From an optimization exercise on the open Yosys and OpenROAD flow, aimed at small area and a short achievable clock period; shortcuts taken in it are not production practice. Where RTL was checked, it was by simulation tests only, not by an equivalence proof against the original. No functional check of the RTL was part of runs 2 to 7. Power and IR drop assume default switching activity.

$ cat flow/config.mk
export PLATFORM = sky130hd
export DESIGN_NAME = fir
export DESIGN_NICKNAME = fir
export VERILOG_FILES = /design/flow/design.v
export SDC_FILE = /design/flow/constraint.sdc
export NUM_CORES = 4
export LEC_CHECK = 0
export CAP_MARGIN = 20
export CORE_MARGIN = 2
export CORE_UTILIZATION = 40
export SLEW_MARGIN = 20
$ cat flow/constraint.sdc
create_clock -name core_clock -period 4.0 [get_ports {clk}]
set_input_delay 0.8000 -clock core_clock [delete_from_list [all_inputs] [get_ports {clk}]]
set_output_delay 0.8000 -clock core_clock [all_outputs]
set_load 0.01 [all_outputs]
$ cat flow/design.v
module  fir(
	input clk,
	input rst_n,			
	input enable,
	input [2:0] tap,		 
	input [15:0] data_in,		
	output [17:0] data_out,		
	output complete
);
localparam
a0 = 16'd1,	 
a1 = 16'd2,
a2 = 16'd2,
a3 = 16'd3,
a4 = 16'd3,
a5 = 16'd3;
reg [15:0] data_reg_0;	 
reg [15:0] data_reg_1;
reg [15:0] data_reg_2;
reg [15:0] data_reg_3;
reg [15:0] data_reg_4;
reg [15:0] data_reg_5;
reg [15:0] multiplication_0;	 
reg [15:0] multiplication_1;
reg [15:0] multiplication_2;
reg [15:0] multiplication_3;
reg [15:0] multiplication_4;
reg [15:0] multiplication_5;
reg [16:0] sum_1;	 
reg [16:0] sum_2;
reg [16:0] sum_3;
reg [17:0] result;  
reg mul_stage, add_stage1, add_stage2, output_stage;	 
always @ (posedge clk or negedge rst_n)
    begin
        if(!rst_n)
        	begin
        		mul_stage <= 1'b0;
        		add_stage1 <= 1'b0;
        		add_stage2 <= 1'b0;
				output_stage <= 1'b0;
        	end
        else
        	begin
        			mul_stage <= enable;
        			add_stage1 <= mul_stage;
        			add_stage2 <= add_stage1;
        			output_stage <= add_stage2;
        	end
    end
always @ (posedge clk or negedge rst_n)
    begin
        if(!rst_n)
        	begin
        		data_reg_0 <= 0;
        		data_reg_1 <= 0;
        		data_reg_2 <= 0;
        		data_reg_3 <= 0;
			data_reg_4 <= 0;
        		data_reg_5 <= 0;
        	end
        else
        	begin
				case (tap)
					3'd2:
					begin
						if (enable) 
							begin
								data_reg_0 <= data_in;
								data_reg_1 <= data_reg_0;
							end
						else 
							begin
								data_reg_0 <= data_reg_0;
								data_reg_1 <= data_reg_1;
							end
					end
					3'd3:
					begin
						if (enable) 
							begin
								data_reg_0 <= data_in;
								data_reg_1 <= data_reg_0;
								data_reg_2 <= data_reg_1;
							end
						else 
							begin
								data_reg_0 <= data_reg_0;
								data_reg_1 <= data_reg_1;
								data_reg_2 <= data_reg_2;
							end
					end
					3'd4:
					begin
						if (enable) 
							begin
								data_reg_0 <= data_in;
								data_reg_1 <= data_reg_0;
								data_reg_2 <= data_reg_1;
								data_reg_3 <= data_reg_2;
							end
						else 
							begin
								data_reg_0 <= data_reg_0;
								data_reg_1 <= data_reg_1;
								data_reg_2 <= data_reg_2;
								data_reg_3 <= data_reg_3;
							end
					end
					3'd5:
					begin
						if (enable) 
							begin
								data_reg_0 <= data_in;
								data_reg_1 <= data_reg_0;
								data_reg_2 <= data_reg_1;
								data_reg_3 <= data_reg_2;
								data_reg_4 <= data_reg_3;
							end
						else 
							begin
								data_reg_0 <= data_reg_0;
								data_reg_1 <= data_reg_1;
								data_reg_2 <= data_reg_2;
								data_reg_3 <= data_reg_3;
								data_reg_4 <= data_reg_4;
							end
					end
					3'd6:
					begin
						if (enable) 
							begin
								data_reg_0 <= data_in;
								data_reg_1 <= data_reg_0;
								data_reg_2 <= data_reg_1;
								data_reg_3 <= data_reg_2;
								data_reg_4 <= data_reg_3;
								data_reg_5 <= data_reg_4;
							end
						else 
							begin
								data_reg_0 <= data_reg_0;
								data_reg_1 <= data_reg_1;
								data_reg_2 <= data_reg_2;
								data_reg_3 <= data_reg_3;
								data_reg_4 <= data_reg_4;
								data_reg_5 <= data_reg_5;
							end
					end
				endcase
        	end
    end
always @ (posedge clk or negedge rst_n)
    begin
        if(!rst_n)
        	begin
        		multiplication_0 <= 0;
        		multiplication_1 <= 0;
        		multiplication_2 <= 0;
        		multiplication_3 <= 0;
			multiplication_4 <= 0;
        		multiplication_5 <= 0;
        	end
        else
        	begin
				case (tap)
					3'd2:
					begin
						if(mul_stage)
							begin
								multiplication_0 <= a0 * data_reg_0;
								multiplication_1 <= a1 * data_reg_1;
							end
						else 
							begin
								multiplication_0 <= multiplication_0;
								multiplication_1 <= multiplication_1;
							end
					end
					3'd3:
					begin
						if(mul_stage)
							begin
								multiplication_0 <= a0 * data_reg_0;
								multiplication_1 <= a1 * data_reg_1;
								multiplication_2 <= a2 * data_reg_2;
							end
						else 
							begin
								multiplication_0 <= multiplication_0;
								multiplication_1 <= multiplication_1;
								multiplication_2 <= multiplication_2;
							end
					end
					3'd4:
					begin
						if(mul_stage)
							begin
								multiplication_0 <= a0 * data_reg_0;
								multiplication_1 <= a1 * data_reg_1;
								multiplication_2 <= a2 * data_reg_2;
								multiplication_3 <= a3 * data_reg_3;
							end
						else 
							begin
								multiplication_0 <= multiplication_0;
								multiplication_1 <= multiplication_1;
								multiplication_2 <= multiplication_2;
								multiplication_3 <= multiplication_3;
							end
					end
					3'd5:
					begin
						if(mul_stage)
							begin
								multiplication_0 <= a0 * data_reg_0;
								multiplication_1 <= a1 * data_reg_1;
								multiplication_2 <= a2 * data_reg_2;
								multiplication_3 <= a3 * data_reg_3;
								multiplication_4 <= a4 * data_reg_4;
							end
						else 
							begin
								multiplication_0 <= multiplication_0;
								multiplication_1 <= multiplication_1;
								multiplication_2 <= multiplication_2;
								multiplication_3 <= multiplication_3;
								multiplication_4 <= multiplication_4;
							end
					end
					3'd6:
					begin
						if(mul_stage)
							begin
								multiplication_0 <= a0 * data_reg_0;
								multiplication_1 <= a1 * data_reg_1;
								multiplication_2 <= a2 * data_reg_2;
								multiplication_3 <= a3 * data_reg_3;
								multiplication_4 <= a4 * data_reg_4;
								multiplication_5 <= a5 * data_reg_5;
							end
						else 
							begin
								multiplication_0 <= multiplication_0;
								multiplication_1 <= multiplication_1;
								multiplication_2 <= multiplication_2;
								multiplication_3 <= multiplication_3;
								multiplication_4 <= multiplication_4;
								multiplication_5 <= multiplication_5;
							end
					end
				endcase
        	end
    end
always @ (posedge clk or negedge rst_n)
    begin
        if(!rst_n)
        	begin
        		sum_1 <= 0;
        		sum_2 <= 0;
			sum_3 <= 0;
        	end
        else
        	begin
				case (tap)
					3'd2:
					begin
						if (add_stage1) 
							begin
								sum_1 <= multiplication_0 + multiplication_1;
								sum_2 <= 0;
							end
						else 
							begin
								sum_1 <= sum_1;
								sum_2 <= sum_2;
							end
					end
					3'd3:
					begin
						if (add_stage1) 
							begin
								sum_1 <= multiplication_0 + multiplication_1;
								sum_2 <= multiplication_2; 
							end
						else 
							begin
								sum_1 <= sum_1;
								sum_2 <= sum_2;
							end
					end
					3'd4:
					begin
						if (add_stage1) 
							begin
								sum_1 <= multiplication_0 + multiplication_1;
								sum_2 <= multiplication_2 + multiplication_3; 
							end
						else 
							begin
								sum_1 <= sum_1;
								sum_2 <= sum_2;
							end
					end
					3'd5:
					begin
						if (add_stage1) 
							begin
								sum_1 <= multiplication_0 + multiplication_1;
								sum_2 <= multiplication_2 + multiplication_3; 
								sum_3 <= multiplication_4;
							end
						else 
							begin
								sum_1 <= sum_1;
								sum_2 <= sum_2;
								sum_3 <= sum_3;
							end
					end
					3'd6:
					begin
						if (add_stage1) 
							begin
								sum_1 <= multiplication_0 + multiplication_1;
								sum_2 <= multiplication_2 + multiplication_3; 
								sum_3 <= multiplication_4 + multiplication_5; 
							end
						else 
							begin
								sum_1 <= sum_1;
								sum_2 <= sum_2;
								sum_3 <= sum_3;
							end
					end
				endcase
        	end
    end
always @ (posedge clk or negedge rst_n)
      begin
          if(!rst_n)
          	begin
          		result <= 0;
          	end
          else
          	begin
				case (tap)
					3'd2:
					begin
						if (add_stage2) 
							begin
								result <= sum_2 + sum_1;
							end
						else 
							begin
								result <= result;
							end
					end
					3'd3:
					begin
						if (add_stage2) 
							begin
								result <= sum_2 + sum_1;
							end
						else 
							begin
								result <= result;
							end
					end
					3'd4:
					begin
						if (add_stage2) 
							begin
								result <= sum_2 + sum_1;
							end
						else 
							begin
								result <= result;
							end
					end
					3'd5:
					begin
						if (add_stage2) 
							begin
								result <= sum_2 + sum_1 + sum_3;
							end
						else 
							begin
								result <= result;
							end
					end
					3'd6:
					begin
						if (add_stage2) 
							begin
								result <= sum_2 + sum_1 + sum_3;
							end
						else 
							begin
								result <= result;
							end
					end
				endcase
          	end
      end
assign data_out = result;	 
assign complete = output_stage;
endmodule
$ cat flow/run.sh
#!/bin/bash
# synth_recipe.tcl (not shown) runs the flow's synth.tcl, then flattens the netlist and writes it again
# the make line also repeats each setting of config.mk as NAME=value (left out here)
make -C /OpenROAD-flow-scripts/flow DESIGN_CONFIG=/design/flow/config.mk WORK_HOME=/design/flow/orfs CLKGATE_MAP_FILE= SYNTH_SCRIPT=/design/flow/synth_recipe.tcl finish
==> results of run 1 <==
kinds of logic (layout without fill, tap and decap cells):
kind of cell / count (synthesis) / count (layout) / share of synthesized area [%]
flops: 263 / 263 / 44.02
buf+inv: 84 / 154 / 2.326
compound gates: 369 / 369 / 15.77
fa+ha+maj: 130 / 130 / 11.28
mux: 157 / 157 / 11.76
simple gates: 302 / 302 / 8.929
xor+xnor: 101 / 101 / 5.916
layout make-up:
type,instances,share of cell area (%)
inverters,39,0.8544
multi-input cells,1059,47.40
well taps,468,3.418
flip-flops and latches,263,38.41
clock buffers,36,4.740
repair buffers,61,3.432
clock inverters,18,1.738
flip-flops by register name (all words and copies together), names as in the netlist, 17 cells and up:
name,count
sum_1,17
result,18
sum_2,17
sum_3,17
routing by layer:
| layer | vias up | track usage [%] | wire, um |
|---|---|---|---|
| li1 | 5136 | - | - |
| met3 | 51 | 2.356 | 1079 |
| met1 | 4965 | 23.99 | 15500 |
| met2 | 147 | 28.66 | 15080 |
| met4 | 0 | 5.458 | 976 |
| met5 | - | 0 | 0 |
layout by cell type (no fill, tap or decap), drive strengths merged, types with 8 or more instances in the layout:
cell type,count
nand2,145
a211oi,9
nand2b,15
fa,8
mux2,149
clkdlybuf4s50,39
a21oi,80
buf,22
xnor2,47
o21ai,147
xor2,54
a31oi,13
clkbuf,36
o21bai,14
mux2i,8
a21o,31
nor2b,14
nor3,23
inv,41
o21a,15
nor2,66
ha,122
nand3,12
a22oi,10
dfrtp,263
power groups by stage:
stage	Combinational, mW	Clock (mW)	Sequential [mW]
5_1_grt	10.2	3.23	4.98
2_1_floorplan	6.91	0	4.43
4_1_cts	8.78	3.12	4.83
6_report	9.00	3.04	4.81
3_3_place_gp	8.50	0	4.85
3_5_place_dp	8.70	0	4.88
metrics by stage:
step / setup TNS (ns) / utilization, % / setup slack, ns
final: 0 / 46.69 / 0.1617
after global routing: -0.05198 / 46.69 / -0.03571
after CTS: 0 / 46.40 / 0.1343
after detailed placement: -0.06626 / 43.35 / -0.04478
after global placement: 0 / 43.35 / 0.08633
after floorplan: 0 / - / 0.4212
what timing repair did:
item / 4_1_cts / 5_1_grt
hold buffers: 0 / 0
gates resized for setup: 1 / 17
buffers inserted: 0 / 2
endpoints found under the setup margin: 2 / 8
hold endpoints to repair: 0 / 0
pin swaps: 0 / 7
worst max path at each step:
stage                        start  cells after the start  slack [ns]          to
final                     sum_2[0]                     19        0.16  result[16]
after global placement    sum_1[0]                     17        0.09  result[13]
after CTS                 sum_2[0]                     18        0.13  result[14]
after detailed placement  sum_2[0]                     17       -0.04  result[15]
after global routing      sum_2[0]                     19       -0.04  result[16]
after floorplan           sum_1[0]                     17        0.42  result[15]
==> key figures, run 1 <==
Status
  • Status: timing/DRC/antenna clean

Pwr
  • P_leak: 7.737 nW
  • Psw: 6.936 mW
  • Switching Share: 41.16%
  • Overall Power: 16.85 mW
  • Clock network power share: 18.0%
  • Power per cell area: 983.7 nW/um^2
  • Register share of total power: 28.6%
  • Max VDD drop: 428.1 uV
  • Comb pwr share: 53.4%
  • Int Pwr: 9.916 mW

Floorplan
  • Initial Utilization: 40.74%
  • Ports: 41
  • Core area: 36,700 um^2
  • Die Y: 197.3 um
  • Die width: 197.3 um
  • FP Rows: 70
  • Die Area: 38,940 um^2

Placed design
  • Port Buf Inserts: 40
  • Placed instance area: 15,910 um^2
  • Placed cells: 1,888
  • GPL Wtd Cong: 0.8535
  • Detailed Place HPWL: 24,780 um

CTS
  • Root buffer cell: clkbuf_16
  • Clock Latency Late Sink: 0.58 ns
  • CTS tree: built
  • Clk sink count: 263
  • H-tree Lvls: 1
  • CTS buffer count: 29
  • Longest Clk Path Bufs: 3
  • Clock-pin slew on the worst setup and hold paths: 0.06 ns

Critical path
  • Depth of the worst register-to-register path: 19
  • Top delay family on crit path: compound AO/OA/AOI/OAI gates
  • CP Cell Sequence: ha_4 -> inv_1 -> fa_2 -> nor2b_2 -> o31a_2 -> o21ai_4 -> nor2b_4 -> xnor2_1 -> ha_2 -> or3_1 -> a311oi_4 -> o31ai_4 -> o41ai_4 -> buf_4 -> o21ai_1 -> xnor2_1 -> nor2_1 -> a21oi_1 -> o21ai_1
  • Reg-to-reg setup timing slack: 0.16 ns
  • Worst EP required: 4.46 ns
  • Critical path arrival: 4.29 ns
  • Worst Path Max Fanout: 3
  • Critical path endpoint category: flop
  • Critical path type: reg -> reg
  • CP max stage delay: 0.42 ns
  • Critical R2R Capture: result[16]
  • Slowest stage cell, crit path: dfrtp_1
  • CP Launch Type: flop
  • Reg2reg start: sum_2[0]
  • Buffers & Inverters on Critical Path: 2

Finish
  • Final non-filler cell total: 1,944
  • Multi-input logic area: 8122 um^2
  • Fraction of layout cells with a size suffix above 1: 17.68%
  • Sequential cell area: 6581 um^2
  • Ant. Diodes: 0
  • Final nets: 1,605
  • Fillers: 3,366
  • Design area: 17,130 um^2
  • P&R area growth vs syn: 14.59%

Timing
  • Hold Fails Final Rpt: 0
  • Final setup skew: 0.03180 ns
  • # setup viols final: 0
  • Final slew viol count: 0
  • Crit share post-route: 95.96%
  • Worst Tran Pin Value: 0.7552 ns
  • Worst rel slew slack: 49.53%
  • Hold Slack: 0.2488 ns
  • Minimum clock period: 3.838 ns
  • Fmax achieved: 0.2605 GHz

Detailed routing
  • Drc violations: 0
  • ANT nets after route: 0
  • Detailed Route WL: 32,630 um
  • Pre-Repair DR Iteration Count: 5
  • Initial DRC Count: 495
  • WL/cell: 16.79 um
  • Via density: 5.298
  • Total number of vias: 10,300

Synthesis
  • Register area share after synthesis: 44.02%
  • Most common cell in the netlist: dfrtp_1
  • Ys flop type: dfrtp_1
  • Syn_nets: 1,558
  • Cell taking the most area after synthesis: dfrtp_1
  • Netlist cell types: 68
  • Synthesis-stage register bit count: 263
  • Top cell type's share of synthesized area: 44.02%
  • Area contributors post-synth: dfrtp_1, mux2_2, ha_1
  • Ys Warns: 1
  • Synth top cells by count: dfrtp_1, mux2_2, nand2_1, ha_1, o21ai_0
  • Netlist Area Pre-Place: 14,950 um^2
  • Synth Instances: 1,406
  • Syn_area_per_cell: 10.63 um^2
  • Number of enable flip-flop cells after synthesis: 0
  • Async SR Flop Fraction: 100.0%

Global route
  • Grt ovf: 0
  • GR Util All Layers: 17.47%
  • Vias in the first global route: 10,450
  • Largest net degree at the start of global routing: 91
  • Initial antenna violation count: 0
  • First-pass GRT wire length: 54,790 um

Job
  • Max-cap violations: 0

Min path
  • HP Class: in -> async
==> run 2, diff against run 1 <==
==> flow/design.v (replaced) <==
module  fir(
	input clk,
	input rst_n,
	input enable,
	input [2:0] tap,		 
	input [15:0] data_in,
	output [17:0] data_out,
	output complete
);
reg [15:0] d1, d2, d3;		 
reg v1, v2, v3, done;		 
reg [17:0] z1, z2, z3;		 
reg [16:0] z4;
reg [15:0] z5;
reg [17:0] result;
always @(posedge clk) begin
	d1 <= data_in;
	d2 <= d1;
	d3 <= d2;
end
always @(posedge clk or negedge rst_n) begin
	if (!rst_n) begin
		v1 <= 1'b0;
		v2 <= 1'b0;
		v3 <= 1'b0;
		done <= 1'b0;
	end else begin
		v1 <= enable;
		v2 <= v1;
		v3 <= v2;
		done <= v3;
	end
end
wire [15:0] x2 = {d3[14:0], 1'b0};	 
wire [15:0] x3 = d3 + x2;		 
always @(posedge clk or negedge rst_n) begin
	if (!rst_n) begin
		z1 <= 0;
		z2 <= 0;
		z3 <= 0;
		z4 <= 0;
		z5 <= 0;
		result <= 0;
	end else if (v3) begin
		result <= d3 + z1;
		z1 <= x2 + z2;
		if (tap > 3'd2) z2 <= x2 + z3;
		if (tap > 3'd3) z3 <= x3 + z4;
		if (tap > 3'd4) z4 <= x3 + z5;
		if (tap > 3'd5) z5 <= x3;
	end
end
assign data_out = result;
assign complete = done;
endmodule
--- a/flow/config.mk
+++ b/flow/config.mk
@@ -5,6 +5,7 @@
 export SDC_FILE = /design/flow/constraint.sdc
 export NUM_CORES = 4
 export LEC_CHECK = 0
+export ABC_CLOCK_PERIOD_IN_PS = 1500
 export CAP_MARGIN = 20
 export CORE_MARGIN = 2
 export CORE_UTILIZATION = 40
==> run 2 against run 1 <==
Effect of this change: utilization decreased by 0.31 points; non-clock buffer count decreased by 15; wire length decreased by 46%; flip-flop and latch count decreased by 106; critical endpoint is now z4[15].
==> key figures, run 2 <==
Synthesis
  • Top cell type's share of synthesized area: 29.97%
  • Syn_area_per_cell: 9.936 um^2
  • Async SR Flop Fraction: 69.43%
  • Netlist Area Pre-Place: 9101 um^2
  • Syn_nets: 1,037
  • Ys Warns: 1
  • Area contributors post-synth: dfrtp_1, ha_1, dfxtp_1
  • Most common cell in the netlist: dfrtp_1
  • Synth Instances: 916
  • Synth top cells by count: dfrtp_1, nand2_1, ha_1, a21oi_1
  • Cell taking the most area after synthesis: dfrtp_1
  • Synthesis-stage register bit count: 157
  • Register area share after synthesis: 40.53%
  • Ys flop type: dfrtp_1
  • Netlist cell types: 60
  • Number of enable flip-flop cells after synthesis: 0

Finish
  • Post-layout util: 46.38%
  • Fraction of layout cells with a size suffix above 1: 12.44%
  • Sequential cell area: 3691 um^2
  • Most frequent cells in the layout: dfrtp_1, nand2_1, ha_1
  • Ant. Diodes: 0
  • P&R area growth vs syn: 14.67%
  • Multi-input logic area: 5256 um^2
  • Final non-filler cell total: 1,258
  • Commonest non-fill, non-tap cell in the layout: dfrtp_1
  • Final nets: 1,081
  • Fillers: 2,151

Timing
  • Hold Fails Final Rpt: 0
  • # setup viols final: 0
  • Crit share post-route: 93.74%
  • Fmax achieved: 0.2667 GHz
  • RSZ-0062 raised after global routing: false
  • Hold Slack: 0.3210 ns
  • Final slew viol count: 0
  • Worst Tran Pin Value: 0.9053 ns
  • Final setup skew: 0.01282 ns
  • Minimum clock period: 3.750 ns
  • Setup TNS: 0 ns
  • Worst rel slew slack: 39.48%

Pwr
  • Switching Share: 38.52%
  • Psw: 3.117 mW
  • Int Pwr: 4.974 mW
  • Power per cell area: 775.2 nW/um^2
  • Register share of total power: 29.6%
  • Clock network power share: 19.8%
  • Overall Power: 8.091 mW
  • P_leak: 4.575 nW
  • Max VDD drop: 271.9 uV
  • Comb pwr share: 50.6%

Floorplan
  • Ports: 41
  • Die Y: 154.8 um
  • Die Area: 23,980 um^2
  • Die width: 154.8 um
  • Initial Utilization: 40.44%
  • Core area: 22,500 um^2
  • FP Rows: 55

Detailed routing
  • Detailed Route WL: 17,620 um
  • Total number of vias: 6,456
  • Via density: 5.132
  • Pre-Repair DR Iteration Count: 4
  • Met3 wire length: 359 um
  • WL/cell: 14.01 um
  • Initial DRC Count: 201
  • Top sig layer: met4
  • Post-Route M1 WL: 8666 um
  • ANT nets after route: 0
  • Drc violations: 0
  • Metal2 WL: 8245 um

Critical path
  • CP max stage delay: 0.45 ns
  • Worst EP required: 4.29 ns
  • Critical path arrival: 4.04 ns
  • Critical path endpoint category: flop
  • CP Launch Type: flop
  • Buffers & Inverters on Critical Path: 0
  • Worst Path Max Fanout: 7
  • Top delay family on crit path: compound AO/OA/AOI/OAI gates
  • Critical path type: reg -> reg
  • CP Cell Sequence: ha_1 -> fa_1 -> a211oi_2 -> o21bai_1 -> a21oi_2 -> o21bai_1 -> a21oi_1 -> xnor2_1 -> ha_1 -> nor3_1 -> nor2_1 -> a211oi_1 -> a21oi_1 -> o31ai_1 -> xor2_1 -> o21ai_0
  • Slowest stage cell, crit path: fa_1

Placed design
  • GPL Wtd Cong: 0.8734
  • Detailed Place HPWL: 13,540 um
  • Port Buf Inserts: 40
  • Placed cells: 1,226

CTS
  • Clock Latency Late Sink: 0.43 ns
  • CTS tree: built
  • Clk sink count: 157
  • Root buffer cell: clkbuf_16
  • CTS buffer count: 17
  • Longest Clk Path Bufs: 2
  • H-tree Lvls: 4
  • Clock-pin slew on the worst setup and hold paths: 0.07 ns
  • Post-CTS setup buffers: 0
  • Post-cts gate resize count: 0
  • # hold bufs at CTS: 0

Min path
  • HP Class: reg -> reg

Status
  • Status: timing/DRC/antenna clean

Global route
  • GR Util All Layers: 15.43%
  • Largest net degree at the start of global routing: 59
  • First-pass GRT wire length: 29,630 um
  • Initial antenna violation count: 0
  • Grt ovf: 0
  • Vias in the first global route: 6,276

Job
  • Max-cap violations: 0
[run 2: changes by cell type in the layout (fill, tap and decap cells not counted), moves of 15 or more]
cell,delta
o21ai_0,-56
inv_1,-16
nand2_1,-52
dfrtp_1,-155
ha_1,-27
o21ai_1,-15
dfxtp_1,+47
xor2_1,-29
mux2_2,-103
[run 2: metrics by stage]
stage / cell area, um^2 / setup WS [ns]
floorplan: 9101 / 0.5721
global placement: 9834 / 0.2586
detailed placement: 9834 / 0.1717
CTS: 10430 / 0.1695
global route: 10440 / 0.005273
finish: 10440 / 0.2503
[run 2: cells by family after synthesis]
group	count (synthesis)	synth area share, %
DFF	157	40.53
adders and majority gates	99	14.11
muxes	49	6.076
and+or+nand+nor	229	11.33
AOI/OAI and AO/OA	262	18.82
xor gates and xnor gates	76	7.314
buffers and inverters	44	1.828
[run 2: power by group through the flow]
stage                     Combinational (mW)  Clock, mW  Sequential [mW]
after floorplan                         3.20          0             2.40
after global placement                  4.04          0             2.42
after detailed placement                4.09          0             2.44
after CTS                               4.11       1.66             2.41
after global routing                    4.61       1.72             2.47
final                                   4.09       1.60             2.40
[run 2: area by class of cell]
cell class / count / share of cell area [%]
clock inverters: 13 / 1.103
well taps: 285 / 3.417
flip-flops and latches: 157 / 35.37
repair buffers: 46 / 4.364
inverters: 23 / 0.8272
clock buffers: 19 / 4.556
multi-input cells: 715 / 50.37
[run 2: per-layer routing]
layer | up-vias | global-route usage [%]
met2 | 67 | 25.81
met5 | - | 0
met3 | 22 | 3.110
met1 | 2979 | 19.62
li1 | 3388 | -
met4 | 0 | 6.129
[run 2: final timing paths]
path / from / to / slack, ns / cells past startpoint
setup / recovery: d3[1] / z4[15] / 0.25 / 16
hold / removal: d1[2] / d2[2] / 0.32 / 0
setup reg to reg: d3[1] / z4[15] / 0.25 / 16
hold reg to reg: d1[2] / d2[2] / 0.32 / 0
max in group asynchronous: rst_n / v3 / 2.83 / 2
min in group asynchronous: rst_n / result[1] / 0.40 / 1
[run 2: worst register-to-register path: stages (launching register included)]
cell and delay (ns):
dfxtp_2 0.37, ha_1 0.25, fa_1 0.45, a211oi_2 0.25, o21bai_1 0.12, a21oi_2 0.18, o21bai_1 0.08, a21oi_1 0.18
xnor2_1 0.22, ha_1 0.34, nor3_1 0.20, nor2_1 0.09, a211oi_1 0.23, a21oi_1 0.13, o31ai_1 0.28, xor2_1 0.18
o21ai_0 0.09
==> run 3, diff against run 2 <==
--- a/flow/config.mk
+++ b/flow/config.mk
@@ -5,7 +5,6 @@
 export SDC_FILE = /design/flow/constraint.sdc
 export NUM_CORES = 4
 export LEC_CHECK = 0
-export ABC_CLOCK_PERIOD_IN_PS = 1500
 export CAP_MARGIN = 20
 export CORE_MARGIN = 2
 export CORE_UTILIZATION = 40
==> run 3 against run 2 <==
Effect of this change: combinational power about the same; synthesized cell count unchanged; wire length unchanged; largest power group unchanged; highest routed layer unchanged.
==> key figures, run 3 <==
Synthesis
  • Syn_nets: 1,037
  • Netlist Area Pre-Place: 9101 um^2
  • Syn_area_per_cell: 9.936 um^2
  • Synth top cells by count: dfrtp_1, nand2_1, ha_1, a21oi_1
  • Async SR Flop Fraction: 69.43%
  • Synth Instances: 916
  • Area contributors post-synth: dfrtp_1, ha_1, dfxtp_1
  • Netlist cell types: 60
  • Number of enable flip-flop cells after synthesis: 0
  • Synthesis-stage register bit count: 157
  • Cell taking the most area after synthesis: dfrtp_1
  • Most common cell in the netlist: dfrtp_1
  • Ys flop type: dfrtp_1
  • Register area share after synthesis: 40.53%
  • Ys Warns: 1
  • Top cell type's share of synthesized area: 29.97%

Floorplan
  • Initial Utilization: 40.44%
  • Ports: 41
  • Core area: 22,500 um^2
  • Die width: 154.8 um
  • FP Rows: 55
  • Die Y: 154.8 um
  • Die Area: 23,980 um^2

Timing
  • Fmax achieved: 0.2667 GHz
  • RSZ-0062 raised after global routing: false
  • Crit share post-route: 93.74%
  • Worst Tran Pin Value: 0.9053 ns
  • Final setup skew: 0.01282 ns
  • # setup viols final: 0
  • Worst rel slew slack: 39.48%
  • Minimum clock period: 3.750 ns
  • Final slew viol count: 0
  • Setup TNS: 0 ns
  • Hold Fails Final Rpt: 0

CTS
  • Clk sink count: 157
  • Post-CTS setup buffers: 0
  • Root buffer cell: clkbuf_16
  • Clock-pin slew on the worst setup and hold paths: 0.07 ns
  • H-tree Lvls: 4
  • Clock Latency Late Sink: 0.43 ns
  • CTS tree: built
  • Longest Clk Path Bufs: 2
  • CTS buffer count: 17

Finish
  • Ant. Diodes: 0
  • Most frequent cells in the layout: dfrtp_1, nand2_1, ha_1
  • Final nets: 1,081
  • Post-layout util: 46.38%
  • Commonest non-fill, non-tap cell in the layout: dfrtp_1
  • P&R area growth vs syn: 14.67%
  • Fraction of layout cells with a size suffix above 1: 12.44%

Global route
  • Vias in the first global route: 6,276
  • Initial antenna violation count: 0
  • First-pass GRT wire length: 29,630 um
  • GR Util All Layers: 15.43%
  • Largest net degree at the start of global routing: 59
  • Grt ovf: 0

Critical path
  • Critical path endpoint category: flop
  • Critical path arrival: 4.04 ns
  • Critical path type: reg -> reg
  • Worst EP required: 4.29 ns
  • Worst Path Max Fanout: 7
  • CP Launch Type: flop

Detailed routing
  • ANT nets after route: 0
  • Pre-Repair DR Iteration Count: 4
  • Drc violations: 0
  • Via density: 5.132
  • Initial DRC Count: 201
  • WL/cell: 14.01 um
  • Total number of vias: 6,456
  • Detailed Route WL: 17,620 um

Pwr
  • P_leak: 4.575 nW
  • Power per cell area: 775.2 nW/um^2
  • Max VDD drop: 271.9 uV

Placed design
  • GPL Wtd Cong: 0.8734
  • Detailed Place HPWL: 13,540 um
  • Port Buf Inserts: 40

Job
  • Max-cap violations: 0

Min path
  • HP Class: reg -> reg

Status
  • Status: timing/DRC/antenna clean
run 3: cell counts in the layout (fill, tap and decap cells not counted):
No cell type changed its count.
run 3: final cells by class:
| cell class | count | area (um^2) |
|---|---|---|
| Tap cell | 285 | 356.6 |
| Sequential cell | 157 | 3691 |
| Clock buffer | 19 | 475.5 |
| Multi-Input combinational cell | 715 | 5256 |
| Inverter | 23 | 86.33 |
| Clock inverter | 13 | 115.1 |
| Timing Repair Buffer | 46 | 455.4 |
| Fill cell | 2151 | 12070 |
run 3: cells by family (layout without fill, tap and decap cells):
kind of cell    count (synthesis)  count (layout)  synth area share [%]
buf+inv                        44             101                 1.828
simple gates                  229             229                 11.33
fa+ha+maj                      99              99                 14.11
compound gates                262             262                 18.82
mux                            49              49                 6.076
flops                         157             157                 40.53
xor+xnor                       76              76                 7.314
run 3: stage by stage:
stage	instance area (um^2)	hold slack (ns)	worst slack (ns)	total power, mW	std cells
6_report	10440	0.3210	0.2503	8.091	1258
5_1_grt	10440	0.3273	0.005273	8.807	1258
4_1_cts	10430	0.3253	0.1695	8.181	1258
3_5_place_dp	9834	0.3121	0.1717	6.525	1226
3_3_place_gp	9834	0.3123	0.2586	6.464	1226
2_1_floorplan	9101	0.3096	0.5721	5.600	916
run 3: worst paths after layout:
check / slack (ns) / startpoint / to / cells after the start
max in group asynchronous: 2.83 / rst_n / v3 / 2
min in group asynchronous: 0.40 / rst_n / result[1] / 1
hold / removal: 0.32 / d1[2] / d2[2] / 0
hold reg to reg: 0.32 / d1[2] / d2[2] / 0
setup / recovery: 0.25 / d3[1] / z4[15] / 16
setup reg to reg: 0.25 / d3[1] / z4[15] / 16
run 3: power by group:
group	total (mW)	internal (mW)	leakage, nW	switching (mW)
combinational	4.09	1.98	2.57	2.12
sequential	2.40	2.10	1.71	0.294
clock	1.60	0.893	0.293	0.707
total	8.09	4.97	4.57	3.12
run 3: timing repair:
action | 4_1_cts | 5_1_grt
gates resized for setup | 0 | 2
hold buffers | 0 | 0
endpoints found under the setup margin | 0 | 4
run 3: critical path, stage by stage (launching register included):
cell and delay, ns:
dfxtp_2 0.37, ha_1 0.25, fa_1 0.45, a211oi_2 0.25, o21bai_1 0.12, a21oi_2 0.18, o21bai_1 0.08, a21oi_1 0.18
xnor2_1 0.22, ha_1 0.34, nor3_1 0.20, nor2_1 0.09, a211oi_1 0.23, a21oi_1 0.13, o31ai_1 0.27, xor2_1 0.18
o21ai_0 0.09
run 3: layer usage:
layer / GRT usage, % / part of all wire [%] / vias up
met5: 0 / 0 / -
met4: 6.129 / 2.0 / 0
met3: 3.110 / 2.0 / 22
met2: 25.81 / 47 / 67
met1: 19.62 / 49 / 2979
li1: - / - / 3388
==> run 4, diff against run 3 <==
--- a/flow/config.mk
+++ b/flow/config.mk
@@ -8,4 +8,5 @@
 export CAP_MARGIN = 20
 export CORE_MARGIN = 2
 export CORE_UTILIZATION = 40
+export SETUP_SLACK_MARGIN = 1.5
 export SLEW_MARGIN = 20
==> run 4 against run 3 <==
Effect of this change: cell count rose by 2.6%; utilization rose by 3.8 points; hold slack improved by 0.0051 ns; sequential share of layout area fell by 2.5 points; setup slack improved by 0.30 ns; combinational power rose by 18%; clock-buffer cell count did not move; register-to-register slack improved by 0.30 ns; clock skew rose by 0.0014 ns; via count rose by 4.3%.
==> key figures, run 4 <==
Pwr
  • Clock network power share: 18.0%
  • P_leak: 4.834 nW
  • Psw: 3.436 mW
  • Comb pwr share: 54.3%
  • Int Pwr: 5.414 mW
  • Overall Power: 8.850 mW
  • Max VDD drop: 312.9 uV
  • Switching Share: 38.83%
  • Register share of total power: 27.7%
  • Power per cell area: 784.0 nW/um^2

Global route
  • Initial antenna violation count: 0
  • Grt ovf: 0
  • Vias in the first global route: 6,766
  • GR Util All Layers: 16.56%
  • First-pass GRT wire length: 31,800 um
  • Largest net degree at the start of global routing: 61

Synthesis
  • Post-synthesis mux area share: 6.076%
  • Number of enable flip-flop cells after synthesis: 0
  • Syn_nets: 1,037
  • Adder-Cell Fraction of Synth Area: 14.11%
  • Ys flop type: dfrtp_1
  • Synth Instances: 916
  • Area contributors post-synth: dfrtp_1, ha_1, dfxtp_1
  • Async SR Flop Fraction: 69.43%
  • Cell taking the most area after synthesis: dfrtp_1
  • Syn_area_per_cell: 9.936 um^2
  • Synth top cells by count: dfrtp_1, nand2_1, ha_1, a21oi_1
  • Register area share after synthesis: 40.53%
  • Synth Area in Compound Gates: 18.82%
  • Simple-Gate Fraction of Synth Area: 11.33%
  • Netlist cell types: 60
  • Top cell type's share of synthesized area: 29.97%
  • Largest family of logic cells by synthesized area: compound AO/OA/AOI/OAI gates
  • Most common cell in the netlist: dfrtp_1
  • Netlist Area Pre-Place: 9101 um^2
  • Post-synthesis xor/xnor area fraction: 7.314%
  • Synthesis-stage register bit count: 157
  • Ys Warns: 1

Detailed routing
  • ANT nets after route: 0
  • Via density: 5.218
  • Pre-Repair DR Iteration Count: 4
  • WL/cell: 15.12 um
  • Detailed Route WL: 19,520 um
  • Total number of vias: 6,736
  • Drc violations: 0
  • Initial DRC Count: 228

Critical path
  • Worst Path Max Fanout: 4
  • Worst EP required: 4.31 ns
  • CP Launch Type: flop
  • Critical path endpoint category: flop
  • Critical path arrival: 3.75 ns
  • Critical path type: reg -> reg
  • CP Cell Sequence: ha_4 -> fa_2 -> a211oi_4 -> o21bai_1 -> a21oi_2 -> o21bai_1 -> a21oi_2 -> xnor2_2 -> buf_4 -> ha_4 -> nand4_1 -> a31oi_1 -> o21ba_2 -> a211o_1 -> a21oi_2 -> xor2_1 -> o21ai_1
  • Slowest stage cell, crit path: dfxtp_4
  • Most used cell, CP: a21oi_2
  • CP max stage delay: 0.37 ns

CTS
  • # hold bufs at CTS: 0
  • Clock-pin slew on the worst setup and hold paths: 0.06 ns
  • Clk sink count: 157
  • CTS buffer count: 17
  • Longest Clk Path Bufs: 2
  • CTS tree: built
  • Clock Latency Late Sink: 0.44 ns
  • Root buffer cell: clkbuf_16
  • H-tree Lvls: 4

Timing
  • Worst setup margin: 0.5542 ns
  • Setup TNS: 0 ns
  • Crit share post-route: 86.15%
  • Fmax achieved: 0.2902 GHz
  • RSZ-0062 raised after global routing: true
  • Worst rel slew slack: 37.76%
  • Final slew viol count: 0
  • Hold Fails Final Rpt: 0
  • Worst Tran Pin Value: 0.9311 ns
  • # setup viols final: 0
  • Final setup skew: 0.01421 ns
  • Minimum clock period: 3.446 ns

Floorplan
  • Ports: 41
  • Die Area: 23,980 um^2
  • Core area: 22,500 um^2
  • Die Y: 154.8 um
  • Initial Utilization: 40.44%
  • FP Rows: 55
  • Die width: 154.8 um

Placed design
  • Port Buf Inserts: 40
  • Placed cells: 1,226
  • Detailed Place HPWL: 14,110 um
  • Placement Setup Slack: 0.4367 ns
  • GPL Wtd Cong: 0.8701

Finish
  • P&R area growth vs syn: 24.03%
  • Post-layout util: 50.16%
  • Multi-input logic area: 5838 um^2
  • Sequential cell area: 3709 um^2
  • Fraction of layout cells with a size suffix above 1: 23.86%
  • Final nets: 1,114
  • Most frequent cells in the layout: dfrtp_1, nand2_1, ha_1
  • Final non-filler cell total: 1,291
  • Fillers: 2,042
  • Commonest non-fill, non-tap cell in the layout: dfrtp_1
  • Ant. Diodes: 0

Status
  • Status: timing/DRC/antenna clean

Job
  • Max-cap violations: 0

Min path
  • HP Class: reg -> reg
run 4: cell counts after synthesis:
Identical to the previous run, type by type.
run 4: worst paths after layout:
check	endpoint	slack [ns]	from	cells after the start
min in group asynchronous	result[2]	0.42	rst_n	1
hold / removal	d2[14]	0.33	d1[14]	0
hold reg to reg	d2[14]	0.33	d1[14]	0
setup / recovery	z3[16]	0.55	d3[1]	17
max in group asynchronous	z2[13]	2.69	rst_n	2
setup reg to reg	z3[16]	0.55	d3[1]	17
run 4: repair_timing:
action | in CTS | in global routing
buffers inserted | 18 | 15
setup endpoints to repair | 28 | 37
pin swaps | 34 | 40
gates resized for setup | 55 | 57
run 4: per-layer routing:
metal  GRT usage [%]  up-vias  part of all wire (%)
met5               0        -                     0
met4           6.922        0                   2.5
met3           2.858       33                   1.9
met2           28.23       72                    48
met1           20.80     3172                    47
li1                -     3459                     -
run 4: cell families (layout without fill, tap and decap cells):
| logic type | after synthesis | in the layout |
|---|---|---|
| AOI/OAI and AO/OA | 262 | 262 |
| and+or+nand+nor | 229 | 229 |
| DFF | 157 | 157 |
| adders and majority gates | 99 | 99 |
| xor gates and xnor gates | 76 | 76 |
| muxes | 49 | 49 |
| buffers and inverters | 44 | 134 |
run 4: critical path: cells and delay by family, from the launching register on:
family | cells | cell delay [ns]
AO/OA/AOI/OAI | 10 | 1.58
XOR/XNOR | 2 | 0.35
adder cells (fa/ha/maj) | 3 | 0.73
buffers and inverters | 1 | 0.18
flip-flops | 1 | 0.37
AND/OR/NAND/NOR | 1 | 0.11
run 4: final cells by class:
type	instances	share of cell area [%]
timing repair buffer	79	6.318
tap	285	3.159
clock inverter	13	1.142
inverter	23	0.7981
multi-input combinational	715	51.72
clock buffer	19	4.012
sequential	157	32.85
run 4: metrics by stage:
step / instance area (um^2) / hold WS, ns
2_1_floorplan: 9180 / 0.3089
3_3_place_gp: 9897 / 0.3118
3_5_place_dp: 9897 / 0.3121
4_1_cts: 10900 / 0.3270
5_1_grt: 11290 / 0.3323
6_report: 11290 / 0.3260
run 4: power groups by stage:
stage / Clock, mW / Sequential [mW] / Combinational (mW)
finish: 1.59 / 2.45 / 4.81
global route: 1.71 / 2.51 / 5.35
CTS: 1.64 / 2.44 / 4.46
detailed placement: 0 / 2.46 / 4.15
global placement: 0 / 2.44 / 4.10
floorplan: 0 / 2.40 / 3.26
==> run 5, diff against run 4 <==
--- a/flow/config.mk
+++ b/flow/config.mk
@@ -8,5 +8,5 @@
 export CAP_MARGIN = 20
 export CORE_MARGIN = 2
 export CORE_UTILIZATION = 40
-export SETUP_SLACK_MARGIN = 1.5
+export SETUP_SLACK_MARGIN = 2.2
 export SLEW_MARGIN = 20
==> run 5 against run 4 <==
Effect of this change: setup slack improved by 0.0057 ns; wire length increased by 7.1%; hold slack got worse by 0.0033 ns; synthesized area unchanged; via count increased by 4.9%; critical path type unchanged; clock skew decreased by 0.0037 ns; clock power about the same; cell count increased by 2.9%; sequential power about the same.
==> key figures, run 5 <==
Status
  • Status: timing/DRC/antenna clean

Timing
  • # setup viols final: 0
  • Worst Tran Pin Value: 0.6204 ns
  • RSZ-0062 raised after global routing: true
  • Worst rel slew slack: 58.64%
  • Setup TNS: 0 ns
  • Fmax achieved: 0.2907 GHz
  • Final slew viol count: 0
  • Hold Fails Final Rpt: 0
  • Minimum clock period: 3.440 ns
  • Final setup skew: 0.01053 ns
  • Crit share post-route: 86.00%

Critical path
  • Worst EP required: 4.32 ns
  • Critical path arrival: 3.76 ns
  • Critical path endpoint category: flop
  • Worst Path Max Fanout: 4
  • Depth of the worst register-to-register path: 17
  • Critical path type: reg -> reg
  • CP Launch Type: flop

Floorplan
  • Die Y: 154.8 um
  • Core area: 22,500 um^2
  • Ports: 41
  • Die Area: 23,980 um^2
  • Die width: 154.8 um
  • Initial Utilization: 40.44%
  • FP Rows: 55

Detailed routing
  • Initial DRC Count: 239
  • Detailed Route WL: 20,900 um
  • Pre-Repair DR Iteration Count: 4
  • Via density: 5.320
  • Total number of vias: 7,065
  • WL/cell: 15.73 um
  • ANT nets after route: 0
  • Drc violations: 0

Job
  • Max-cap violations: 0

Synthesis
  • Netlist cell types: 60
  • Ys Warns: 1
  • Most common cell in the netlist: dfrtp_1
  • Synth top cells by count: dfrtp_1, nand2_1, ha_1, a21oi_1
  • Number of enable flip-flop cells after synthesis: 0
  • Netlist Area Pre-Place: 9101 um^2
  • Synthesis-stage register bit count: 157
  • Area contributors post-synth: dfrtp_1, ha_1, dfxtp_1
  • Top cell type's share of synthesized area: 29.97%
  • Cell taking the most area after synthesis: dfrtp_1
  • Synth Instances: 916
  • Syn_area_per_cell: 9.936 um^2
  • Register area share after synthesis: 40.53%
  • Ys flop type: dfrtp_1
  • Async SR Flop Fraction: 69.43%
  • Syn_nets: 1,037

Min path
  • HP Class: reg -> reg
  • Worst hold path depth: 0

Finish
  • Most frequent cells in the layout: dfrtp_1, nand2_1, ha_1
  • Fillers: 1,959
  • Sequential cell area: 3724 um^2
  • Ant. Diodes: 0
  • Final nets: 1,151
  • Fraction of layout cells with a size suffix above 1: 35.19%
  • Commonest non-fill, non-tap cell in the layout: dfrtp_1
  • Multi-input logic area: 6405 um^2
  • P&R area growth vs syn: 33.56%

Global route
  • First-pass GRT wire length: 33,750 um
  • GR Util All Layers: 17.65%
  • Initial antenna violation count: 0
  • Grt ovf: 0
  • Vias in the first global route: 7,068
  • Largest net degree at the start of global routing: 110

CTS
  • Clock Latency Late Sink: 0.43 ns
  • CTS buffer count: 17
  • Clk sink count: 157
  • Root buffer cell: clkbuf_16
  • CTS tree: built
  • Clock-pin slew on the worst setup and hold paths: 0.06 ns
  • Longest Clk Path Bufs: 2
  • H-tree Lvls: 4

Placed design
  • Detailed Place HPWL: 13,770 um
  • GPL Wtd Cong: 0.8642
  • Port Buf Inserts: 40

Pwr
  • Max VDD drop: 308.1 uV
  • Overall Power: 9.520 mW
  • P_leak: 5.169 nW
  • Power per cell area: 783.2 nW/um^2
==> run 5: worst paths after layout <==
path                            slack, ns  startpoint   endpoint
worst max-delay path                 0.56       d3[1]     z4[16]
worst min register to register       0.32      d2[15]     d3[15]
worst min-delay path                 0.32      d2[15]     d3[15]
min in group asynchronous            0.43       rst_n  result[3]
max in group asynchronous            3.07       rst_n         v3
worst max register to register       0.56       d3[1]     z4[16]
==> run 5: cell families (layout without fill, tap and decap cells) <==
family,after synthesis,in the layout,synth area share [%]
and+or+nand+nor,229,229,11.33
AOI/OAI and AO/OA,262,262,18.82
DFF,157,157,40.53
adders and majority gates,99,99,14.11
xor gates and xnor gates,76,76,7.314
buffers and inverters,44,171,1.828
muxes,49,49,6.076
==> run 5: layout make-up <==
cell class,count,share of cell area (%)
inverters,23,0.7617
repair buffers,116,8.307
clock buffers,20,3.757
flip-flops and latches,157,30.63
well taps,285,2.934
multi-input cells,715,52.69
clock inverters,12,0.9161
==> run 5: critical path, stage by stage (launching register included) <==
cell	delay (ns)
dfxtp_4	0.37
ha_4	0.16
fa_2	0.34
a211oi_2	0.28
o21bai_1	0.11
a21oi_2	0.16
o21bai_1	0.09
a21oi_2	0.24
xnor2_4	0.20
ha_4	0.28
buf_12	0.13
nand2_4	0.08
o21ai_2	0.07
a21oi_2	0.14
o221ai_2	0.13
a31oi_2	0.26
o21bai_1	0.10
a31o_2	0.20
==> run 5: timing repair <==
item / 4_1_cts / 5_1_grt
setup buffers: 56 / 17
hold buffers: 0 / 0
gates resized for setup: 207 / 87
endpoints found under the setup margin: 107 / 95
pin swaps: 100 / 73
==> run 5: layer usage <==
metal	routed length, um	global-route usage [%]	vias up
li1	-	-	3522
met1	9596	21.58	3424
met2	10410	31.29	86
met3	358	2.830	33
met4	527	6.702	0
met5	0	0	-
==> run 5: where the power goes <==
part           switching, mW  leakage (nW)  internal [mW]
Clock                  0.675         0.274          0.894
Combinational           2.71          3.18           2.78
Sequential             0.360          1.72           2.10
==> run 5: metrics by stage <==
step	hold WS, ns	utilization [%]	area [um^2]	cells	setup slack, ns
2_1_floorplan	0.3089	-	9376	916	0.7578
3_3_place_gp	0.3111	44.78	10080	1223	0.4741
3_5_place_dp	0.3121	44.78	10080	1223	0.4330
4_1_cts	0.3223	51.67	11630	1311	0.6836
5_1_grt	0.3307	54.02	12160	1328	0.4185
6_report	0.3227	54.02	12160	1328	0.5599
==> run 6, diff against run 5 <==
==> flow/design.v (replaced) <==
module  fir(
	input clk,
	input rst_n,
	input enable,
	input [2:0] tap,		 
	input [15:0] data_in,
	output [17:0] data_out,
	output complete
);
reg [15:0] d1, d2;		 
reg v1, v2, v3, done;		 
reg [15:0] h1, h2;		 
reg [15:0] h3, h4, h5;		 
reg [17:0] s3, c3;		 
reg [17:0] result;
always @(posedge clk) begin
	d1 <= data_in;
	d2 <= d1;
end
always @(posedge clk or negedge rst_n) begin
	if (!rst_n) begin
		v1 <= 1'b0;
		v2 <= 1'b0;
		v3 <= 1'b0;
		done <= 1'b0;
	end else begin
		v1 <= enable;
		v2 <= v1;
		v3 <= v2;
		done <= v3;
	end
end
wire [15:0] h2x3 = h2 + {h2[14:0], 1'b0};	 
always @(posedge clk or negedge rst_n) begin
	if (!rst_n) begin
		h1 <= 0;
		h2 <= 0;
		h3 <= 0;
		h4 <= 0;
		h5 <= 0;
	end else if (v2) begin
		h1 <= d2;
		if (tap > 3'd2) h2 <= h1;
		if (tap > 3'd3) h3 <= h2x3;
		if (tap > 3'd4) h4 <= h3;
		if (tap > 3'd5) h5 <= h4;
	end
end
wire [17:0] o0 = {2'b0, d2};
wire [17:0] o1 = {2'b0, h1[14:0], 1'b0};
wire [17:0] o2 = {2'b0, h2[14:0], 1'b0};
wire [17:0] o3 = {2'b0, h3};
wire [17:0] o4 = {2'b0, h4};
wire [17:0] o5 = {2'b0, h5};
wire [17:0] a_s = o0 ^ o1 ^ o2;
wire [17:0] a_c = ((o0 & o1) | (o0 & o2) | (o1 & o2)) << 1;
wire [17:0] b_s = o3 ^ o4 ^ o5;
wire [17:0] b_c = ((o3 & o4) | (o3 & o5) | (o4 & o5)) << 1;
wire [17:0] e_s = a_s ^ a_c ^ b_s;
wire [17:0] e_c = ((a_s & a_c) | (a_s & b_s) | (a_c & b_s)) << 1;
wire [17:0] f_s = e_s ^ e_c ^ b_c;
wire [17:0] f_c = ((e_s & e_c) | (e_s & b_c) | (e_c & b_c)) << 1;
always @(posedge clk) begin
	s3 <= f_s;
	c3 <= f_c;
end
always @(posedge clk or negedge rst_n) begin
	if (!rst_n)
		result <= 0;
	else if (v3)
		result <= s3 + c3;
end
assign data_out = result;
assign complete = done;
endmodule
--- a/flow/config.mk
+++ b/flow/config.mk
@@ -8,5 +8,4 @@
 export CAP_MARGIN = 20
 export CORE_MARGIN = 2
 export CORE_UTILIZATION = 40
-export SETUP_SLACK_MARGIN = 2.2
 export SLEW_MARGIN = 20
==> run 6 against run 5 <==
Effect of this change: still clean on timing, DRC and antenna; sequential share of layout area increased by 12 points; setup slack improved by 0.95 ns; cell count down 33%; synthesized area decreased by 15%; synthesized cell count is 39% lower; clock skew down 0.0035 ns; clock power is 9% higher; global-route usage fell by 2.3 points; first-iteration DRC count is 0.42% lower; hold slack improved by 0.0049 ns; critical path type unchanged.
==> key figures, run 6 <==
Status
  • Status: timing/DRC/antenna clean

Detailed routing
  • WL/cell: 16.03 um
  • Detailed Route WL: 14,180 um
  • Initial DRC Count: 238
  • Total number of vias: 4,443
  • Drc violations: 0
  • ANT nets after route: 0
  • Via density: 5.020
  • Pre-Repair DR Iteration Count: 4

Floorplan
  • Die Y: 142.8 um
  • Ports: 41
  • Initial Utilization: 40.94%
  • Core area: 18,830 um^2
  • Die width: 142.8 um
  • FP Rows: 50
  • Die Area: 20,400 um^2

Finish
  • Commonest non-fill, non-tap cell in the layout: dfrtp_1
  • Final nets: 728
  • Final non-filler cell total: 885
  • Largest registers: result: 18 flops, s3: 17 flops
  • Fraction of layout cells with a size suffix above 1: 18.88%
  • P&R area growth vs syn: 16.91%
  • Ant. Diodes: 0
  • Post-layout util: 47.87%
  • Flip-flop count of the largest register after layout: 18
  • Most frequent cells in the layout: dfrtp_1, mux2_2, dfxtp_1
  • Biggest register: result

Timing
  • RSZ-0062 raised after global routing: false
  • Fmax achieved: 0.4017 GHz
  • Worst Tran Pin Value: 0.9040 ns
  • Hold Fails Final Rpt: 0
  • # setup viols final: 0
  • Final setup skew: 0.007074 ns
  • Minimum clock period: 2.489 ns
  • Crit share post-route: 62.24%
  • Worst rel slew slack: 39.58%
  • Setup TNS: 0 ns
  • Final slew viol count: 0

CTS
  • Longest Clk Path Bufs: 2
  • Root buffer cell: clkbuf_16
  • CTS buffer count: 17
  • Post-CTS setup buffers: 0
  • Clk sink count: 167
  • Post-cts gate resize count: 0
  • # hold bufs at CTS: 0
  • Clock Latency Late Sink: 0.43 ns
  • Clock-pin slew on the worst setup and hold paths: 0.06 ns
  • CTS tree: built
  • H-tree Lvls: 4

Synthesis
  • Netlist Area Pre-Place: 7710 um^2
  • Synth top cells by count: dfrtp_1, mux2_2, dfxtp_1, fa_1, nand2_1
  • Syn_area_per_cell: 13.69 um^2
  • Netlist cell types: 55
  • Register area share after synthesis: 49.98%
  • Number of enable flip-flop cells after synthesis: 0
  • Top cell type's share of synthesized area: 33.11%
  • Synthesis-stage register bit count: 167
  • Synth Instances: 563
  • Cell taking the most area after synthesis: dfrtp_1
  • Area contributors post-synth: dfrtp_1, dfxtp_1, fa_1
  • Most common cell in the netlist: dfrtp_1
  • Ys Warns: 1
  • Syn_nets: 679
  • Async SR Flop Fraction: 61.08%
  • Ys flop type: dfrtp_1

Global route
  • Vias in the first global route: 4,649
  • GR Util All Layers: 15.39%
  • Largest net degree at the start of global routing: 88
  • First-pass GRT wire length: 24,010 um
  • Initial antenna violation count: 0
  • Grt ovf: 0

Critical path
  • Critical path arrival: 2.75 ns
  • Critical path type: reg -> reg
  • CP Launch Type: flop
  • CP startpoint: h2[1]
  • CP max stage delay: 0.46 ns
  • Critical path endpoint category: flop
  • Reg2reg start: h2[1]
  • Worst EP required: 4.26 ns
  • Worst Path Max Fanout: 5
  • Slowest stage cell, crit path: dfrtp_1
  • Reg-to-reg setup timing slack: 1.51 ns
  • CP Cell Sequence: ha_1 -> fa_1 -> a21oi_1 -> o211ai_1 -> a311oi_1 -> xor2_1 -> o21ai_0
  • Depth of the worst register-to-register path: 7

Pwr
  • Overall Power: 8.322 mW
  • P_leak: 3.866 nW
  • Max VDD drop: 413.4 uV
  • Power per cell area: 923.3 nW/um^2

Min path
  • Worst hold path depth: 0
  • HP Class: reg -> reg
  • Hold Startpoint: d1[0]

Placed design
  • Detailed Place HPWL: 10,440 um
  • Placed cells: 853
  • GPL Wtd Cong: 0.8404
  • Port Buf Inserts: 40

Job
  • Max-cap violations: 0
==> run 6: where the power goes <==
part / internal, mW / leakage [nW] / switching (mW)
registers: 2.33 / 1.77 / 0.408
logic: 1.91 / 1.79 / 1.97
clock network: 0.999 / 0.307 / 0.707
total: 5.24 / 3.87 / 3.08
==> run 6: final timing paths <==
kind,end
max,h3[9]
min in group asynchronous,h4[3]
min reg2reg,d2[0]
min,d2[0]
max in group asynchronous,result[9]
max reg2reg,h3[9]
==> run 6: cell type report <==
cell class / instances / area (um^2)
clock buffers: 17 / 425.4
clock inverters: 15 / 188.9
fillers: 1688 / 9817
inverters: 13 / 48.80
multi-input cells: 369 / 3740
flip-flops and latches: 167 / 3854
well taps: 260 / 325.3
repair buffers: 44 / 431.7
==> run 6: logic make-up (layout without fill, tap and decap cells) <==
family,after synthesis,count (layout),share of synthesized area [%]
DFF,167,167,49.98
adders and majority gates,94,94,21.39
AOI/OAI and AO/OA,92,92,7.984
and+or+nand+nor,87,87,5.762
muxes,77,77,11.21
buffers and inverters,27,89,1.509
xor gates and xnor gates,19,19,2.158
==> run 6: worst max-delay path: cells and delay by family (launching register included) <==
kind | cells | cell delay [ns]
AO/OA/AOI/OAI | 4 | 1.00
adder cells (fa/ha/maj) | 2 | 0.67
XOR/XNOR | 1 | 0.18
flip-flops | 1 | 0.46
==> run 6: per-layer routing <==
metal | up-vias | track usage [%] | routed length [um]
li1 | 2092 | - | -
met1 | 2248 | 21.71 | 6988
met2 | 84 | 23.53 | 6492
met3 | 19 | 3.588 | 446
met4 | 0 | 5.211 | 258
met5 | - | 0 | 0
==> run 6: through the flow <==
| stage | setup WS, ns | hold WS [ns] | area [um^2] |
|---|---|---|---|
| finish | 1.511 | 0.3276 | 9014 |
| global route | 1.358 | 0.3315 | 9014 |
| CTS | 1.559 | 0.3280 | 9010 |
| detailed placement | 1.240 | 0.3121 | 8396 |
| global placement | 1.311 | 0.3107 | 8396 |
| floorplan | 1.856 | 0.3096 | 7710 |
==> run 7, diff against run 6 <==
--- a/flow/config.mk
+++ b/flow/config.mk
@@ -8,4 +8,5 @@
 export CAP_MARGIN = 20
 export CORE_MARGIN = 2
 export CORE_UTILIZATION = 40
+export SETUP_SLACK_MARGIN = 2.2
 export SLEW_MARGIN = 20
==> run 7 against run 6 <==
Effect of this change: first-iteration DRC count decreased by 20%; hold slack got worse by 0.0057 ns; critical path depth increased by 1; highest routed layer unchanged; via count increased by 5.8%; clock-buffer cell count increased by 4; setup slack improved by 0.20 ns; wire length increased by 16%; register-to-register slack improved by 0.20 ns; synthesized cell count unchanged; fmax increased by 8.6%; clock power about the same; synthesized area unchanged.
==> key figures, run 7 <==
Status
  • Status: timing/DRC/antenna clean

Pwr
  • Psw: 3.421 mW
  • Int Pwr: 6.035 mW
  • Comb pwr share: 52.0%
  • Switching Share: 36.18%
  • Max VDD drop: 393.3 uV
  • Power per cell area: 936.0 nW/um^2
  • Overall Power: 9.456 mW
  • Register share of total power: 29.8%
  • Clock network power share: 18.2%
  • P_leak: 4.207 nW

Timing
  • Crit share post-route: 57.33%
  • Final slew viol count: 0
  • Hold Fails Final Rpt: 0
  • Minimum clock period: 2.293 ns
  • Final setup skew: 0.005520 ns
  • # setup viols final: 0
  • Fmax achieved: 0.4361 GHz
  • Worst rel slew slack: 45.15%
  • RSZ-0062 raised after global routing: true
  • Worst Tran Pin Value: 0.8228 ns
  • Setup TNS: 0 ns

Synthesis
  • Register area share after synthesis: 49.98%
  • Syn_area_per_cell: 13.69 um^2
  • Ys flop type: dfrtp_1
  • Top cell type's share of synthesized area: 33.11%
  • Cell taking the most area after synthesis: dfrtp_1
  • Synthesis-stage register bit count: 167
  • Netlist cell types: 55
  • Ys Warns: 1
  • Synth top cells by count: dfrtp_1, mux2_2, dfxtp_1, fa_1, nand2_1
  • Number of enable flip-flop cells after synthesis: 0
  • Netlist Area Pre-Place: 7710 um^2
  • Synth Instances: 563
  • Syn_nets: 679
  • Area contributors post-synth: dfrtp_1, dfxtp_1, fa_1
  • Most common cell in the netlist: dfrtp_1
  • Async SR Flop Fraction: 61.08%

Global route
  • Vias in the first global route: 5,001
  • Grt ovf: 0
  • First-pass GRT wire length: 26,180 um
  • Initial antenna violation count: 0
  • Largest net degree at the start of global routing: 64
  • GR Util All Layers: 16.92%

Placed design
  • GPL Wtd Cong: 0.8661
  • Port Buf Inserts: 40
  • Detailed Place HPWL: 11,140 um
  • Placed cells: 853
  • Placed instance area: 8483 um^2

Critical path
  • CP Launch Type: flop
  • Critical path type: reg -> reg
  • Worst EP required: 4.29 ns
  • CP Cell Sequence: buf_6 -> fa_2 -> a21oi_2 -> o211ai_1 -> buf_4 -> a311oi_2 -> xor2_1 -> o21ai_1
  • Critical path endpoint category: flop
  • Worst Path Max Fanout: 4
  • Depth of the worst register-to-register path: 8
  • Critical path arrival: 2.58 ns
  • Slowest stage cell, crit path: dfrtp_2
  • CP max stage delay: 0.44 ns

Detailed routing
  • WL/cell: 17.36 um
  • Pre-Repair DR Iteration Count: 4
  • Initial DRC Count: 191
  • Detailed Route WL: 16,460 um
  • ANT nets after route: 0
  • Drc violations: 0
  • Total number of vias: 4,701
  • Via density: 4.959

Min path
  • Worst hold path depth: 0
  • HP Class: reg -> reg

CTS
  • Longest Clk Path Bufs: 2
  • CTS tree: built
  • Clock Latency Late Sink: 0.42 ns
  • Clk sink count: 167
  • Root buffer cell: clkbuf_16
  • H-tree Lvls: 4
  • CTS buffer count: 17
  • Clock-pin slew on the worst setup and hold paths: 0.06 ns

Finish
  • Ant. Diodes: 0
  • Sequential cell area: 3887 um^2
  • Final nets: 791
  • Multi-input logic area: 4372 um^2
  • P&R area growth vs syn: 31.03%
  • Fillers: 1,536
  • Design area: 10,100 um^2
  • Most frequent cells in the layout: dfrtp_1, mux2_2, buf_4
  • Biggest register: result
  • Fraction of layout cells with a size suffix above 1: 44.77%
  • Final non-filler cell total: 948
  • Commonest non-fill, non-tap cell in the layout: dfrtp_1
  • Flip-flop count of the largest register after layout: 18
  • Largest registers: result: 18 flops, s3: 17 flops

Floorplan
  • Initial Utilization: 40.94%
  • Die width: 142.8 um
  • Die Y: 142.8 um
  • FP Rows: 50
  • Ports: 41
  • Core area: 18,830 um^2
  • Die Area: 20,400 um^2

Job
  • Max-cap violations: 0
## run 7: cell count changes in the layout (fill, tap and decap cells not counted), moves of 10 or more
cell             delta
buf_4              +54
dfxtp_1            -10
ha_4               +23
clkdlybuf4s50_1    -21
buf_2              +19
dfrtp_2            +15
fa_1               -23
ha_1               -25
dfrtp_1            -15
fa_2               +23
## run 7: layout make-up
type | instances | area share, %
flip-flops and latches | 167 | 38.48
well taps | 260 | 3.220
clock buffers | 21 | 4.459
repair buffers | 106 | 8.335
multi-input cells | 370 | 43.27
clock inverters | 11 | 1.722
inverters | 13 | 0.5078
## run 7: worst max-delay path: cells and delay by family (launching register included)
kind                     cells  cell delay (ns)
buffers and inverters        2             0.38
AO/OA/AOI/OAI                4             0.74
XOR/XNOR                     1             0.18
adder cells (fa/ha/maj)      1             0.42
flip-flops                   1             0.44
## run 7: cell families after synthesis
kind of cell,share of synthesized area (%)
compound gates,7.984
xor+xnor,2.158
fa+ha+maj,21.39
buf+inv,1.509
flops,49.98
mux,11.21
simple gates,5.762
## run 7: path summary, 6_finish.rpt
check,from,endpoint,slack (ns)
setup / recovery,h2[1],h3[9],1.71
hold / removal,d1[2],d2[2],0.32
setup reg to reg,h2[1],h3[9],1.71
hold reg to reg,d1[2],d2[2],0.32
max in group asynchronous,rst_n,h4[9],2.72
min in group asynchronous,rst_n,h1[2],0.47
## run 7: stage by stage
step | hold slack, ns | utilization [%] | worst slack (ns)
after CTS | 0.3218 | 52.21 | 1.716
after global placement | 0.3101 | 45.05 | 1.508
after floorplan | 0.3096 | - | 2.002
final | 0.3219 | 53.65 | 1.707
after detailed placement | 0.3121 | 45.05 | 1.499
after global routing | 0.3322 | 53.65 | 1.666
## run 7: what timing repair did
item,CTS,global route
pin swaps,52,36
setup endpoints to repair,123,88
hold buffers,0,0
resized for setup,176,27
gates cloned,0,1
buffers inserted,42,20
## run 7: power groups by stage
stage / registers (mW) / clock network (mW) / logic (mW)
finish: 2.82 / 1.72 / 4.92
global route: 2.90 / 1.85 / 5.46
CTS: 2.83 / 1.76 / 4.58
detailed placement: 2.79 / 0 / 3.94
global placement: 2.76 / 0 / 3.85
floorplan: 2.72 / 0 / 2.75
## run 7: routing by layer
metal  track usage, %  share of wire [%]
met1            23.84                 48
met2            26.49                 47
met3            3.085                3.0
met4            5.888                1.8
met5                0                  0

separate check: timing with driven ports:
The flow's constraints put no driver on any port. The routed layouts listed below were extracted and timed again, unchanged, in two steps.
Step 1 sets driving cells, clkbuf_16 on the clock port and buf_2 on the other inputs (assumed; they add their load-dependent delay and slew).
Step 2 times the ports against the registers' clock, not the clock port: input delays grow and output delays shrink by t, the midpoint of the rising clock arrivals with the driver on.
a / b / c = ideal ports / drivers / drivers and shift; a / b = the first two.
run	t, ns	setup slack, ns	worst hold slack (ns)
run 1	0.616	0.162 / 0.162 / 0.162	0.249 / 0.250 / 0.395
run 2	0.470	0.250 / 0.250 / 0.250	0.321 / 0.321 / 0.321
run 3	0.470	0.250 / 0.250 / 0.250	0.321 / 0.321 / 0.321
run 4	0.473	0.554 / 0.554 / 0.554	0.326 / 0.326 / 0.326
run 5	0.465	0.560 / 0.560 / 0.560	0.323 / 0.323 / 0.323
run 6	0.466	1.511 / 1.511 / 1.258	0.328 / 0.328 / 0.328
run 7	0.459	1.707 / 1.707 / 1.707	0.322 / 0.322 / 0.322
After both steps every run listed still meets setup and hold. The setup slack of run 6, which loses most, moves by 0.000 ns with the drivers and by -0.253 ns with both steps.
